This design comes from an exercise in tuning for small area on the open sky130 flow, not from production work.
Function was checked by simulation only, so behaviour that the tests miss may differ from the original.
The clock port is modelled as an ideal driver, which makes a skipped or thinned clock tree look cheaper than it is; a real chip needs a root buffer or a tree.
No activity file was given, so power comes from the tool's default toggle rates.

== oak ==
Design top_artyz7_nrf24_rx_singlefile, start of the top module:
module top_artyz7_nrf24_rx_singlefile (
    input  wire clk_125mhz,
    input  wire reset_btn,      
    output wire nrf_mosi,
    input  wire nrf_miso,
    output wire nrf_sck,
    output wire nrf_csn,
    output wire nrf_ce,
    output reg  [3:0] led,
    output wire       motor_in1,
    output wire       motor_in2,
    output wire       motor_in3,
    output wire       motor_in4,
    output wire       motor_pwm_a,
    output wire       motor_pwm_b
);
==> flow/config.mk <==
export PLATFORM = sky130hd
export DESIGN_NAME = top_artyz7_nrf24_rx_singlefile
export DESIGN_NICKNAME = top_artyz7_nrf24_rx_singlefile
export VERILOG_FILES = /design/flow/design.v
export SDC_FILE = /design/flow/constraint.sdc
export NUM_CORES = 4
export LEC_CHECK = 0
export CAP_MARGIN = 20
export CORE_MARGIN = 2
export CORE_UTILIZATION = 40
export SLEW_MARGIN = 20
==> flow/constraint.sdc <==
create_clock -name core_clock -period 8.0 [get_ports {clk_125mhz}]
set_input_delay 1.6000 -clock core_clock [delete_from_list [all_inputs] [get_ports {clk_125mhz}]]
set_output_delay 1.6000 -clock core_clock [all_outputs]
set_load 0.01 [all_outputs]
standard.sh (not shown) runs the stock make flow with config.mk's settings and CLKGATE_MAP_FILE= SYNTH_SCRIPT=/design/flow/synth_recipe.tcl, a recipe that flattens the netlist after the stock synthesis.
==> flow/flow/run.sh <==
#!/bin/bash
# Own layout flow: the standard ORFS flow with these changes
#  - ABC maps the logic for area (flow/abc_area.script) instead of speed;
#    the register mapping (dfflibmap) is untouched
#  - ports are buffered with the smallest buffer (buf_1)
#  - the clock tree is three clkbuf_8, each driving a third of the
#    flip-flops (flow/manual_cts.tcl), instead of TritonCTS's tree
# Each tool's log is kept in orfs/logs; make's output in make.log.
set -euo pipefail
here=$(pwd)
rm -rf "$here/scripts_mod"
cp -r "$FLOW_HOME/scripts" "$here/scripts_mod"
cp "$here/flow/abc_area.script" "$here/scripts_mod/abc_speed.script"
sed -i 's|^log_cmd clock_tree_synthesis {\*}\$cts_args|source $::env(MANUAL_CTS_TCL)|' "$here/scripts_mod/cts.tcl"
grep -q MANUAL_CTS_TCL "$here/scripts_mod/cts.tcl"

export MANUAL_CTS_TCL="$here/flow/manual_cts.tcl"
export CTS_CLK_NET=clk_125mhz CTS_BUF=sky130_fd_sc_hd__clkbuf_8 CTS_K=3

# The standard flow's make line (standard.sh), with the overrides appended
mk=$(grep -m1 '^make -C' standard.sh | sed 's/ "\${@:-finish}"$//')
eval "$mk" \
  SCRIPTS_DIR="$here/scripts_mod" \
  BUFFER_PORTS_ARGS=\"-buffer_cell sky130_fd_sc_hd__buf_1\" \
  finish > "$here/make.log" 2>&1

odb=$(ls "$here"/orfs/results/*/top_artyz7_nrf24_rx_singlefile/base/6_final.odb)
: # left out here: write the final layout as DEF
==> flow/flow/abc_area.script <==
strash
&get -n
&deepsyn -J 50 -T 120
&dch -f
&nf -a -R 1000
&put
topo
==> flow/flow/manual_cts.tcl <==
# Clock tree: the clock port drives CTS_K buffers (CTS_BUF); the flip-flops
# are split by x position into CTS_K equal groups, each driven by one
# buffer placed at its group's centre.  Replaces clock_tree_synthesis in
# ORFS's cts.tcl; the rest of that step (legalisation, hold repair) runs
# as usual.
set block [ord::get_db_block]
set clk_port_net [$block findNet $::env(CTS_CLK_NET)]
set master [[ord::get_db] findMaster $::env(CTS_BUF)]
set K $::env(CTS_K)
$clk_port_net setSigType CLOCK
set its {}
foreach it [$clk_port_net getITerms] {
  lappend its [list [lindex [[$it getInst] getLocation] 0] $it]
}
set its [lsort -integer -index 0 $its]
set n [llength $its]
puts "manual CTS: $n sinks, $K x $::env(CTS_BUF)"
for {set k 0} {$k < $K} {incr k} {
  set buf [odb::dbInst_create $block $master clkbuf_m$k]
  set net [odb::dbNet_create $block clknet_m$k]
  $net setSigType CLOCK
  set sx 0; set sy 0; set m 0
  for {set i [expr {$k * $n / $K}]} {$i < [expr {($k + 1) * $n / $K}]} {incr i} {
    set it [lindex $its $i 1]
    set loc [[$it getInst] getLocation]
    incr sx [lindex $loc 0]; incr sy [lindex $loc 1]; incr m
    $it disconnect
    $it connect $net
  }
  [$buf findITerm A] connect $clk_port_net
  [$buf findITerm X] connect $net
  $buf setLocation [expr {$sx / $m}] [expr {$sy / $m}]
  $buf setPlacementStatus PLACED
}
set_propagated_clock [all_clocks]
The following lists how pine was set up differently from oak:
==> flow/flow/run.sh <==
#!/bin/bash
# Own layout flow: the standard ORFS flow with three changes
#  - ABC maps the logic for area (flow/abc_area.script) instead of speed;
#    the register mapping (dfflibmap) is untouched
#  - ports are buffered with the smallest buffer (buf_1)
#  - CTS adds no dummy loads
# Each tool's log is kept in orfs/logs; make's output in make.log.
set -euo pipefail
here=$(pwd)
rm -rf "$here/scripts_mod"
cp -r "$FLOW_HOME/scripts" "$here/scripts_mod"
cp "$here/flow/abc_area.script" "$here/scripts_mod/abc_speed.script"

# The standard flow's make line (standard.sh), with the overrides appended
mk=$(grep -m1 '^make -C' standard.sh | sed 's/ "\${@:-finish}"$//')
eval "$mk" \
  SCRIPTS_DIR="$here/scripts_mod" \
  BUFFER_PORTS_ARGS=\"-buffer_cell sky130_fd_sc_hd__buf_1\" \
  CTS_ARGS=\"-sink_clustering_enable -repair_clock_nets -dont_use_dummy_load\" \
  finish > "$here/make.log" 2>&1

odb=$(ls "$here"/orfs/results/*/top_artyz7_nrf24_rx_singlefile/base/6_final.odb)
: # left out here: write the final layout as DEF
==> flow/flow/abc_area.script <==
strash
dc2
dch -f
amap
strash
dc2
dch -f
amap
strash
dc2
dch -f
amap
topo
removed: flow/flow/manual_cts.tcl
==> comparison <==
Compared with oak, pine shows a clock-pin slew reported for the worst setup and hold paths after clock tree synthesis that is 0.03 ns lower.
Compared with oak, pine shows cell area power density that has gone up by a few percent.
pine drops more vias than oak.
In oak the design's own scripts or RTL, not TritonCTS, make the clock network.

what the ideal ports hide:
Ports are ideal in the flow. The routed layouts listed here were re-timed in OpenROAD. Step 1, drivers: a clkbuf_16 drives clk_125mhz and a buf_2 each remaining input, both assumed. Step 2, shift: input delay + t, output delay - t, t = (earliest + latest rising clock arrival at the registers) / 2. This alone moves slack from input paths to output paths. Three values: ideal, step 1, step 2; two values: the first two.
run	shift t [ns]	slack for setup (ns)	worst hold slack (ns)
oak	0.202	4.280 / 4.280 / 4.280	0.467 / 0.467 / 0.467
pine	0.326	3.932 / 3.902 / 4.228	0.460 / 0.460 / 0.460
After both steps setup and hold are still met in every run listed.
